Background: an optimization exercise with open tools, aiming at small area, a short achievable clock period and few clock cycles. Do not read the settings as production practice. In this exercise RTL edits were held to simulation tests only and were not proved equivalent to the original. Power and IR drop assume default switching activity.

## run 1
==> flow/design.v (excerpt) <==
module LASER (
    input CLK,
    input RST,
    input  [3:0] X,
    input  [3:0] Y,
    output [3:0] C1X,
    output [3:0] C1Y,
    output [3:0] C2X,
    output [3:0] C2Y,
    output reg DONE
);
export LEC_CHECK = 0
export ABC_AREA = 1
export CAP_MARGIN = 20
export CORE_MARGIN = 2
export CORE_UTILIZATION = 40
export SLEW_MARGIN = 20
export SETUP_SLACK_MARGIN = 7.75
export BUFFER_PORTS_ARGS = -buffer_cell sky130_fd_sc_hd__buf_2
create_clock -name core_clock -period 11.0 [get_ports {CLK}]
standard.sh (not shown) runs the stock make flow with config.mk's settings and CLKGATE_MAP_FILE= SYNTH_SCRIPT=/design/flow/synth_recipe.tcl, a recipe that flattens the netlist after the stock synthesis.
==> flow/flow/run.sh <==
#!/bin/bash
set -e
sed -i 's/^export SETUP_SLACK_MARGIN.*$//' config.mk
echo "export SETUP_SLACK_MARGIN = 7.75" >> config.mk
echo "export BUFFER_PORTS_ARGS = -buffer_cell sky130_fd_sc_hd__buf_2" >> config.mk
bash standard.sh > standard.log 2>&1
Testbench counts of run 1, summed over its fixed seeds: cycles 12,021.
Changes in run 2 relative to run 1:
==> flow/flow/run.sh <==
#!/bin/bash
set -e
cp standard.sh standard.sh.log.txt 2>/dev/null || true
sed -i 's/^export SETUP_SLACK_MARGIN.*$//' config.mk
echo "export SETUP_SLACK_MARGIN = ${MARGIN:-7.5}" >> config.mk
bash standard.sh > standard.log 2>&1
diff --git a/flow/config.mk b/flow/config.mk
--- a/flow/config.mk
+++ b/flow/config.mk
@@ -11,0 +12,2 @@
+export CTS_CLUSTER_DIAMETER = 100
+export CTS_CLUSTER_SIZE = 24
@@ -13,2 +15 @@
-export SETUP_SLACK_MARGIN = 7.75
-export BUFFER_PORTS_ARGS = -buffer_cell sky130_fd_sc_hd__buf_2
+export SETUP_SLACK_MARGIN = 7.5
Findings:
Run 2: full flow OK, the timing, DRC and antenna checks passed. Run 1 has a higher global-route total usage across every layer than run 2. Number of stages on the worst hold path came out exactly the same in run 1 and run 2. Run 2: slew at the pin with the worst max-slew slack is 0.27 ns higher than what run 1 reported. In run 2 the endpoint arrival time on the critical path turned out 0.15 ns higher than in run 1.
Here is what was changed in the inputs of run 3 compared with run 2.
==> flow/flow/run.sh <==
#!/bin/bash
set -e
sed -i 's/^export SETUP_SLACK_MARGIN.*$//' config.mk
echo "export SETUP_SLACK_MARGIN = 7.7" >> config.mk
bash standard.sh > standard.log 2>&1
diff --git a/flow/config.mk b/flow/config.mk
--- a/flow/config.mk
+++ b/flow/config.mk
@@ -13 +13 @@
-export CTS_CLUSTER_SIZE = 24
+export CTS_CLUSTER_SIZE = 20
@@ -15 +15 @@
-export SETUP_SLACK_MARGIN = 7.5
+export SETUP_SLACK_MARGIN = 7.7
## What came out
- Every run in the comparison, run 3 and run 2, completed the flow with a clean layout.
- Diff run 2 -> run 3 | placed wire-length estimate after detailed placement | up slightly
- Between run 3 and run 2, it is run 3 whose utilization is higher, by 1.5 points.
- Overall power of the completed layout delta (run 3 − run 2): unfavourable
- The highest cell delay on the worst timing path of run 3 is higher than that of run 2.
- Run 2 reports its source of the critical timing path as h[7]$_SDFF_PN0_ while run 3 reports S3[3][2]$_DFF_P_.
- Taking run 2 as the reference, in run 3 via count grew by 613; total negative setup slack was more or less identical; share of final layout cell area taken by clock buffers and inverters comparable.
Input changes introduced in run 4 (baseline for comparison: run 3):
==> flow/flow/run.sh <==
#!/bin/bash
set -e
cp standard.sh standard.sh.log.txt 2>/dev/null || true
sed -i 's/^export SETUP_SLACK_MARGIN.*$//' config.mk
echo "export SETUP_SLACK_MARGIN = ${MARGIN:-7.5}" >> config.mk
bash standard.sh > standard.log 2>&1
diff --git a/flow/config.mk b/flow/config.mk
--- a/flow/config.mk
+++ b/flow/config.mk
@@ -12,2 +12,2 @@
-export CTS_CLUSTER_DIAMETER = 100
-export CTS_CLUSTER_SIZE = 20
+export CTS_CLUSTER_DIAMETER = 80
+export CTS_CLUSTER_SIZE = 16
@@ -15 +15 @@
-export SETUP_SLACK_MARGIN = 7.7
+export SETUP_SLACK_MARGIN = 7.5
--- outcome ---
Sequential cell count: run 3 vs run 4 identical
In the flow results for run 3 and run 4, the DRC violation total after the first TritonRoute iteration is smaller on run 3.
Share of the clock period used by the worst path after layout (lower): run 3
Final critical-path setup slack: run 4 vs run 3 down 0.21 ns
Summary — relative slew slack, run 4 relative to run 3: lower, by 2.6 points.
Run 3 vs run 4, first element of the critical path: S3[3][2]$_DFF_P_ vs fxt[4]$_SDFFE_PN0N_
Routed wire in run 4 totals less than in run 3.
Compared with run 3, run 4 shows a lower cell count.
--- input diff run 4..run 5 ---
diff --git a/flow/flow/run.sh b/flow/flow/run.sh
--- a/flow/flow/run.sh
+++ b/flow/flow/run.sh
@@ -5 +5 @@
-echo "export SETUP_SLACK_MARGIN = ${MARGIN:-7.5}" >> config.mk
+echo "export SETUP_SLACK_MARGIN = ${MARGIN:-7.25}" >> config.mk
diff --git a/flow/config.mk b/flow/config.mk
--- a/flow/config.mk
+++ b/flow/config.mk
@@ -12,2 +11,0 @@
-export CTS_CLUSTER_DIAMETER = 80
-export CTS_CLUSTER_SIZE = 16
@@ -15 +13 @@
-export SETUP_SLACK_MARGIN = 7.5
+export SETUP_SLACK_MARGIN = 7.25
==> comparison <==
From run 5 to run 4, count of cell types in the netlist did not move at all.
Run 5 vs run 4 — time the final worst path needs with I/O delays and setup rose 0.26 ns.
Going from run 4 to run 5, wire length held steady; overall fraction of global-route tracks in use increased by 0.20 points relative to the old numbers; final design area excluding fillers saw an increase.

## oak
Starting RTL as in the previous note.
==> flow/design.v (excerpt) <==
module LASER (
    input CLK,
    input RST,
    input  [3:0] X,
    input  [3:0] Y,
    output [3:0] C1X,
    output [3:0] C1Y,
    output [3:0] C2X,
    output [3:0] C2Y,
    output reg DONE
);
reg        scan;           
reg  [5:0] cnt;            
reg  [3:0] ph;             
reg  [3:0] icnt;           
reg        isid;           
reg  [3:0] r0;             
reg  [7:0] Fm;             
reg        pv;             
reg        role;           
reg  [7:0] C1r, C2r;       
wire [7:0] A = role ? C2r : C1r;
wire [7:0] F = role ? C1r : C2r;
wire       read_last = ~scan & (cnt == 6'd40);    
reg  [5:0] best_val;
reg  [7:0] best_pos;
reg  [5:0] mcur;           
reg        eqA;            
wire       stop;           
wire       flush  = RST | stop;
reg        RSTr;           
wire       clr    = RSTr | DONE;   
reg  [15:0] B [0:15];
reg  [3:0]  Xr, Yr;        
reg         pt;            
wire [3:0]  yrow = Yr - ph - 4'd1;     
integer i;
always @(posedge CLK) begin
    RSTr <= RST;
    Xr <= X;
    Yr <= Y;
    pt <= ~RST & ~scan & (cnt != 6'd40);
    for (i = 0; i < 16; i = i + 1) begin
        B[i] <= (clr ? 16'd0 : B[(i + 1) % 16]) | ((pt && yrow == i) ? (16'd1 << Xr) : 16'd0);
    end
end
reg  [16:0] h;
reg  [15:1] fxt;           
wire [31:0] fge = {8'h00, fxt, 9'h1ff};
reg  [8:0]  vrow;          
wire [3:0]  ph_n = ph + 4'd1;
integer vd;
always @(posedge CLK)
    for (vd = 0; vd < 9; vd = vd + 1)
        vrow[vd] <= ({2'b00, ph_n} + vd >= 4) && ({2'b00, ph_n} + vd <= 19);
genvar gd, gc;
function [16:0] hdec;          
    input [3:0] p, fy;
    reg [4:0] d;
    integer k;
    begin
        d = {1'b0, p} - {1'b0, fy};
        for (k = 0; k < 17; k = k + 1)
            hdec[k] = (d == ((k - 8) & 31));
    end
endfunction
function gt6;
    input [5:0] a, b;
    reg [5:0] g, l;
    reg g10, l10, g32, l32, g54, l54, g30, l30;
    begin
        g = a & ~b;
        l = ~a & b;
        g10 = g[1] | (~l[1] & g[0]);  l10 = l[1] | (~g[1] & l[0]);
        g32 = g[3] | (~l[3] & g[2]);  l32 = l[3] | (~g[3] & l[2]);
  ...
==> flow/config.mk <==
export PLATFORM = sky130hd
export DESIGN_NAME = LASER
export DESIGN_NICKNAME = LASER
export VERILOG_FILES = /design/flow/design.v
export SDC_FILE = /design/flow/constraint.sdc
export NUM_CORES = 4
export LEC_CHECK = 0
export ABC_AREA = 1
export CAP_MARGIN = 50
export CORE_MARGIN = 2
export CORE_UTILIZATION = 40
export CTS_CLUSTER_DIAMETER = 100
export CTS_CLUSTER_SIZE = 20
export SLEW_MARGIN = 50
export SETUP_SLACK_MARGIN = 7.5
==> flow/constraint.sdc <==
create_clock -name core_clock -period 11.0 [get_ports {CLK}]
set_input_delay 2.2000 -clock core_clock [delete_from_list [all_inputs] [get_ports {CLK}]]
set_output_delay 2.2000 -clock core_clock [all_outputs]
set_load 0.01 [all_outputs]
==> flow/flow/run.sh <==
#!/bin/bash
set -e
cp standard.sh standard.sh.log.txt 2>/dev/null || true
sed -i 's/^export SETUP_SLACK_MARGIN.*$//' config.mk
echo "export SETUP_SLACK_MARGIN = ${MARGIN:-7.5}" >> config.mk
bash standard.sh > standard.log 2>&1
Testbench counts of oak, summed over its fixed seeds: cycles 12,021.
What pine does differently from oak at the input level:
--- a/flow/config.mk
+++ b/flow/config.mk
@@ -9 +9 @@
-export CAP_MARGIN = 50
+export CAP_MARGIN = 20
@@ -12,3 +12 @@
-export CTS_CLUSTER_DIAMETER = 100
-export CTS_CLUSTER_SIZE = 20
-export SLEW_MARGIN = 50
+export SLEW_MARGIN = 20
## What came out
In pine, global router's overall resource usage is higher than in oak. From oak to pine the numbers moved as follows: setup slack went up, count of placed standard cells in the final layout, fillers left out went up, proportion of cell area occupied by registers went down. Slowest stage cell on the critical path = sky130_fd_sc_hd__dfxtp_2: oak; slowest stage cell on the critical path = sky130_fd_sc_hd__fa_1: pine.
Modified inputs, birch compared to pine
--- a/flow/flow/run.sh
+++ b/flow/flow/run.sh
@@ -5 +5 @@
-echo "export SETUP_SLACK_MARGIN = ${MARGIN:-7.5}" >> config.mk
+echo "export SETUP_SLACK_MARGIN = ${MARGIN:-7.4}" >> config.mk
--- a/flow/config.mk
+++ b/flow/config.mk
@@ -11,0 +12,2 @@
+export CTS_CLUSTER_DIAMETER = 100
+export CTS_CLUSTER_SIZE = 20
@@ -13 +15 @@
-export SETUP_SLACK_MARGIN = 7.5
+export SETUP_SLACK_MARGIN = 7.4
## What came out
Cmp pine and birch / total clock buffers created by CTS / higher: pine. Min fraction of layout instances using a drive strength above 1 across pine and birch: birch. Compared with pine, placement density in the core of birch is lower.
--- input diff birch..maple ---
--- a/flow/flow/run.sh
+++ b/flow/flow/run.sh
@@ -5 +5 @@
-echo "export SETUP_SLACK_MARGIN = ${MARGIN:-7.4}" >> config.mk
+echo "export SETUP_SLACK_MARGIN = ${MARGIN:-7.6}" >> config.mk
--- a/flow/config.mk
+++ b/flow/config.mk
@@ -15 +15 @@
-export SETUP_SLACK_MARGIN = 7.4
+export SETUP_SLACK_MARGIN = 7.6
### Flow results
Final cycle utilization of the critical path (maple over birch): decrease, 1.7 points
The power of maple was inferior to that of birch.
Compared with birch, in maple share of layout cells above drive strength 1 now larger, total number of vias now larger, cell count now larger.
For birch, the launching instance or port of the critical path was h[7]$_SDFF_PN0_, unlike maple, where it was vrow[7]$_DFF_P_.

Another version of the RTL of LASER (not shown whole).
Size: ~650 flip-flops, ~0.037 sq mm of cells after synthesis.
clock: 11.0 ns
lec_check: 0
cap_margin: 20
core_margin: 2
core_utilization: 40
slew_margin: 20
setup_slack_margin: 7.5
==> flow/flow/run.sh <==
#!/bin/bash
set -e
cp standard.sh standard.sh.log.txt 2>/dev/null || true
sed -i 's/^export SETUP_SLACK_MARGIN.*$//' config.mk
echo "export SETUP_SLACK_MARGIN = ${MARGIN:-7.5}" >> config.mk
bash standard.sh > standard.log 2>&1
Testbench counts at the start, summed over its fixed seeds: cycles 12,021.
Change:
ABC_AREA = 1   (was default)
Worst setup slack gains 0.20 ns.
Global-route usage drops by 1.2 points.
Final cell count climbs by 7.0%.
First-iteration DRC count drops by 2.1%.
Register-to-register slack gains 0.20 ns.
Utilization drops by 2.1 points.
Critical path depth drops by 1.
Total power climbs by 1.7%.
Clock skew barely changes.
Change:
==> flow/flow/run.sh (replaced) <==
#!/bin/bash
set -e
cp standard.sh standard.sh.log.txt 2>/dev/null || true
sed -i 's/^export SETUP_SLACK_MARGIN.*$//' config.mk
echo "export SETUP_SLACK_MARGIN = ${MARGIN:-7.25}" >> config.mk
bash standard.sh > standard.log 2>&1
SETUP_SLACK_MARGIN = 7.25   (was 7.5)
After rerunning: The changed run finished with timing, DRC and antenna clean. Combinational power drops by about 4%. Clock skew climbs by 0.025 ns. Cell count drops by 0.40%. Power climbs by 0.95%. Die area stays the same. Sequential cell count is unchanged. Setup slack degrades by 0.21 ns. Maximum frequency drops by 5.7%. Core utilization drops by 0.76 points.
Change:
==> flow/flow/run.sh (replaced) <==
#!/bin/bash
set -e
cp standard.sh standard.sh.log.txt 2>/dev/null || true
sed -i 's/^export SETUP_SLACK_MARGIN.*$//' config.mk
echo "export SETUP_SLACK_MARGIN = ${MARGIN:-7}" >> config.mk
bash standard.sh > standard.log 2>&1
ABC_AREA = default   (was 1)
SETUP_SLACK_MARGIN = 7   (was 7.25)
After rerunning:
- clock skew decreases by 0.035 ns
- combinational power shrinks by about 33%
- area after synthesis is higher by 1.3%
- total power falls by about 8%
Change:
ABC_AREA = 1   (was default)
Effect:
- utilization barely changes
- die area came out lower by 1.2%
- global-route usage came out lower by 0.48 points
- final cell count came out higher by 8.7%
- maximum frequency came out higher by 1.1%
- power came out higher by 7.3%
- routed wire length came out lower by 2.8%
- worst setup slack is better by 0.043 ns
- via count came out higher by 2.7%
- final area came out lower by 1.4%
Change:
ABC_AREA = default   (was 1)
CTS_BUF_LIST = sky130_fd_sc_hd__clkbuf_4   (was default)
Worst setup slack degrades by 0.068 ns; critical path depth is lower by 3; cell area is higher by 0.87%; maximum frequency is lower by 1.7%; first-iteration DRC count is higher by 16%; clock power is lower by 15%; global-route usage is higher by 0.77 points.

LASER again, from the RTL that the note above started with.
export LEC_CHECK = 0
export ABC_AREA = 1
export CAP_MARGIN = 20
export CORE_MARGIN = 2
export CORE_UTILIZATION = 40
export SLEW_MARGIN = 20
export SETUP_SLACK_MARGIN = 8
create_clock -name core_clock -period 11.0 [get_ports {CLK}]
==> flow/flow/run.sh <==
#!/bin/bash
set -e
cp standard.sh standard.sh.log.txt 2>/dev/null || true
sed -i 's/^export SETUP_SLACK_MARGIN.*$//' config.mk
echo "export SETUP_SLACK_MARGIN = ${MARGIN:-8}" >> config.mk
bash standard.sh > standard.log 2>&1
The first run produced a clean layout.
Testbench counts at the start, summed over its fixed seeds: cycles 12,021.
Edit:
==> flow/flow/run.sh (replaced) <==
#!/bin/bash
set -e
sed -i 's/^export SETUP_SLACK_MARGIN.*$//' config.mk
echo "export SETUP_SLACK_MARGIN = 7" >> config.mk
echo "export BUFFER_PORTS_ARGS = -buffer_cell sky130_fd_sc_hd__buf_2" >> config.mk
bash standard.sh > standard.log 2>&1
Settings changed: ABC_AREA 1 to unset, BUFFER_PORTS_ARGS set to -buffer_cell sky130_fd_sc_hd__buf_2, CTS_BUF_LIST set to sky130_fd_sc_hd__clkbuf_8, CTS_CLUSTER_SIZE set to 30, SETUP_SLACK_MARGIN 8 to 7.
After rerunning: Final area is lower by 7.5%; synthesized area is higher by 1.3%; setup slack loses 590 ps; register-to-register slack degrades by 590 ps; hold slack loses 6.4 ps; via count drops by 5.4%; power came out lower by 12%; die area rises by 1.3%; global-route usage shrinks by 0.42 points; routed wire length drops by 1.6%; sequential share of layout area came out higher by 2.0 points.
Edit:
Settings changed: CTS_BUF_LIST sky130_fd_sc_hd__clkbuf_8 to unset, CTS_CLUSTER_SIZE 30 to unset.
The new run completed without violations.
Cell count decreases by 1.2%.
Routed wire length barely changes.
Area after synthesis is unchanged.
Clock power increases by 9.9%.

-- re-timing with driven ports --
No port has a modelled driver above. Below, the same layouts with a new extraction and two added sets of constraints. Step 1 assumes that a clkbuf_16 drives the clock port and a buf_2 every other input. Step 2 moves the port delays by t, midway between the first and last clock arrival at a register: inputs arrive t later, outputs are due t later. That takes back most of the time a late clock gives input paths. Three values: no drivers, after step 1, after step 2; two values: the first two.
run | t, ns | setup WS [ns] | worst setup path after step 2 | latest minus earliest clock arrival (ns) | worst data-port slew with drivers (ns)
run 1 | 0.687 | 7.621 / 7.621 / 7.621 | register to register | 0.042 / 0.042 | 0.04
run 2 | 0.663 | 7.457 / 7.457 / 7.120 | input to register | 0.048 / 0.047 | 0.06
run 3 | 0.664 | 7.669 / 7.664 / 7.315 | input to register | 0.053 / 0.054 | 0.03
run 4 | 0.679 | 7.461 / 7.461 / 7.174 | input to register | 0.042 / 0.042 | 0.06
run 5 | 0.691 | 7.205 / 7.205 / 7.129 | input to register | 0.025 / 0.025 | 0.06
oak | 0.657 | 7.488 / 7.473 / 7.150 | input to register | 0.046 / 0.047 | 0.06
pine | 0.690 | 7.518 / 7.470 / 7.098 | input to register | 0.025 / 0.026 | 0.06
birch | 0.661 | 7.360 / 7.360 / 7.135 | input to register | 0.042 / 0.042 | 0.06
maple | 0.661 | 7.551 / 7.551 / 7.131 | input to register | 0.043 / 0.042 | 0.06
the first run of note 3 | 0.706 | 7.269 / 7.269 / 7.269 | register to register | 0.037 / 0.037 | 0.03
the second run of note 3 | 0.688 | 7.466 / 7.466 / 7.268 | input to register | 0.040 / 0.040 | 0.05
the third run of note 3 | 0.694 | 7.252 / 7.220 / 7.205 | input to register | 0.061 / 0.062 | 0.06
the fourth run of note 3 | 0.699 | 7.030 / 6.967 / 7.052 | register to register | 0.027 / 0.027 | 0.04
the fifth run of note 3 | 0.688 | 7.073 / 7.073 / 7.073 | register to register | 0.051 / 0.051 | 0.06
the sixth run of note 3 | 1.067 | 7.004 / 7.004 / 7.004 | register to register | 0.108 / 0.108 | 0.04
the first run of note 4 | 0.699 | 7.563 / 7.563 / 7.563 | register to register | 0.042 / 0.043 | 0.04
the second run of note 4 | 0.817 | 6.971 / 6.971 / 6.971 | register to register | 0.034 / 0.035 | 0.04
the third run of note 4 | 0.692 | 6.974 / 6.974 / 6.974 | register to register | 0.029 / 0.029 | 0.04
After both steps setup and hold are still met in every run listed.
